Background: an optimization exercise with open tools, aiming at small area and a short achievable clock period. Do not read the settings as production practice. In this exercise RTL edits were held to simulation tests only and were not proved equivalent to the original.

## run B
## output_conversion
module output_conversion (
    input  wire        clk,
    input  wire        reset_n,
    input  wire signed [15:0] sample_L,
    input  wire               valid_L,
    input  wire signed [15:0] sample_R,
    input  wire               valid_R,
    input  wire [7:0]  volume,
    input  wire        mute,
    output wire signed [15:0] out_L,
    output wire signed [15:0] out_R,
    output reg               valid_out
);
clock: 8.0 ns
lec_check: 0
cap_margin: 20
core_margin: 2
core_utilization: 40
setup_slack_margin: 4.3
slew_margin: 20
synth_hierarchical: 1
synth_minimum_keep_size: 300
run.sh (not shown) runs the stock make flow with config.mk's settings and CLKGATE_MAP_FILE= SYNTH_SCRIPT=/design/flow/synth_recipe.tcl, a recipe that flattens the netlist after the stock synthesis.
Run B ended with every stage complete and zero timing, DRC or antenna violations.
The following lists how run A was set up differently from run B:
diff --git a/flow/design.v b/flow/design.v
--- a/flow/design.v
+++ b/flow/design.v
@@ -634,13 +634,12 @@
 module polyphase_upsampler (
     input wire clk,
     input wire reset_n,
     input wire signed [15:0] in_sample,
     input wire               valid_in,
     output reg [15:0]        out_sample,
-    output reg [17:0]        out_sample_x3,    
     output reg valid_out
 );
     parameter UPSAMPLE_NUM = 274;
     parameter UPSAMPLE_DEN = 170;
     reg [15:0] phase_accum;
     reg [127:0] sample_buf;           
@@ -1316,13 +1315,12 @@
         mac_ptr <= mac_ptr_next;
         coeff_b <= coeff_b_next;
         acc_clr <= (mac_ptr_next == 3'd0);
         acc_s <= ts;
         acc_c <= tc;
         out_sample <= sum[30:15];
-        out_sample_x3 <= {2'b00, sum[30:15]} + {1'b0, sum[30:15], 1'b0};
         valid_out <= 0;
         if (!reset_n) begin
             wr_ptr <= 0;
             mac_active <= 0;
             rd_index <= 0;
             sample_val <= 0;
@@ -1354,29 +1352,28 @@
     output wire signed [15:0] out_L,
     output wire signed [15:0] out_R,
     output reg               valid_out
 );
     wire valid_up_L, valid_up_R;
     wire [15:0] up_L, up_R;
-    wire [17:0] up3_L, up3_R;
     wire [15:0] nsum_L, nsum_R;
     wire [6:0] ngen_L, ngen_R, nprop_L, nprop_R;
     wire ncin_L, ncin_R;
     polyphase_upsampler up_left (
         .clk(clk), .reset_n(reset_n),
         .in_sample(sample_L), .valid_in(valid_L),
-        .out_sample(up_L), .out_sample_x3(up3_L), .valid_out(valid_up_L)
+        .out_sample(up_L), .valid_out(valid_up_L)
     );
-    vol_front vol_left (.up(up_L), .up3(up3_L), .volume(volume),
+    vol_front vol_left (.up(up_L), .volume(volume),
         .bsum(nsum_L), .bgen(ngen_L), .bprop(nprop_L), .cin(ncin_L));
     polyphase_upsampler up_right (
         .clk(clk), .reset_n(reset_n),
         .in_sample(sample_R), .valid_in(valid_R),
-        .out_sample(up_R), .out_sample_x3(up3_R), .valid_out(valid_up_R)
+        .out_sample(up_R), .valid_out(valid_up_R)
     );
-    vol_front vol_right (.up(up_R), .up3(up3_R), .volume(volume),
+    vol_front vol_right (.up(up_R), .volume(volume),
         .bsum(nsum_R), .bgen(ngen_R), .bprop(nprop_R), .cin(ncin_R));
     wire load = valid_up_L && valid_up_R;
     reg [15:0] bsum_L, bsum_R;
     reg [6:0] bgen_L, bgen_R, bprop_L, bprop_R;
     reg cin_L, cin_R;
     always @(posedge clk) begin
@@ -1394,19 +1391,19 @@
     end
     block_add add_L (.bsum(bsum_L), .bgen(bgen_L), .bprop(bprop_L), .cin(cin_L), .out(out_L));
     block_add add_R (.bsum(bsum_R), .bgen(bgen_R), .bprop(bprop_R), .cin(cin_R), .out(out_R));
 endmodule
 module vol_front (
     input  wire [15:0] up,
-    input  wire [17:0] up3,
     input  wire [7:0]  volume,
     output wire [15:0] bsum,
     output wire [6:0]  bgen,
     output wire [6:0]  bprop,
     output wire        cin
 );
+    wire [17:0] up3 = {2'b00, up} + {1'b0, up, 1'b0};
     wire [23:0] vs, vc;
     vol_mult mul (.u1(up), .u3(up3), .v(volume), .s(vs), .c(vc));
     wire [8:0] low = {1'b0, vs[7:0]} + {1'b0, vc[7:0]};
     assign cin = low[8];
     wire [15:0] hs = vs[23:8];
     wire [15:0] hc = vc[23:8];
The flow did not stop early for run A: all stages ran, and the layout cleared the timing, design-rule and antenna checks. In the reports for run A and run B, the smaller post-detailed-routing wire length belongs to run A. Between run B and run A, the number of non-filler instances in the completed layout does not differ in any meaningful way. Run A and run B ended up with roughly the same total cell area at the placement stage. Sequential share of layout area: run A vs run B down 0.89 points. Wire length of the first global-routing pass, run A and run B: lower on run B. Routability-driven placement congestion ratio grows by a few percent when moving from run B to run A. Multi-input logic area up 380 sq um in run A wrt run B. Delta (run A minus run B): maximum frequency saw a decrease; design area went down about 0.7%; final worst-path setup slack has decreased. Normalized max-slew margin improves in run A relative to run B. Run B ended up with met5 as its topmost layer with routed signal wires; run A ended up with met4. flip-flop to output port as the type of the setup path with the least slack was reported by run B, and flip-flop to flip-flop by run A.

[port drivers added, routing unchanged]
The results above use ideal ports. As a check the final layouts listed here were re-extracted and re-timed, cells and wires unchanged. Step 1 (the two cells are an assumption about what drives the block):
set clk [get_ports {clk}]
set_driving_cell -lib_cell sky130_fd_sc_hd__clkbuf_16 $clk
set_driving_cell -lib_cell sky130_fd_sc_hd__buf_2 [delete_from_list [all_inputs] $clk]
Step 2 moves the port delays by t, midway between the first and last clock arrival at a register: inputs arrive t later, outputs are due t later. That takes back most of the time a late clock gives input paths. a / b / c = ideal / step 1 / step 2; a / b = the first two.
run	shift t [ns]	setup slack, ns	worst setup path at the end
run B	0.752	4.041 / 3.968 / 3.383	input to register
run A	0.746	3.728 / 3.728 / 3.231	input to register
After both steps every run listed still meets setup and hold. For run B, which loses most, drivers alone change the setup slack by -0.073 ns; drivers and shift together by -0.658 ns.
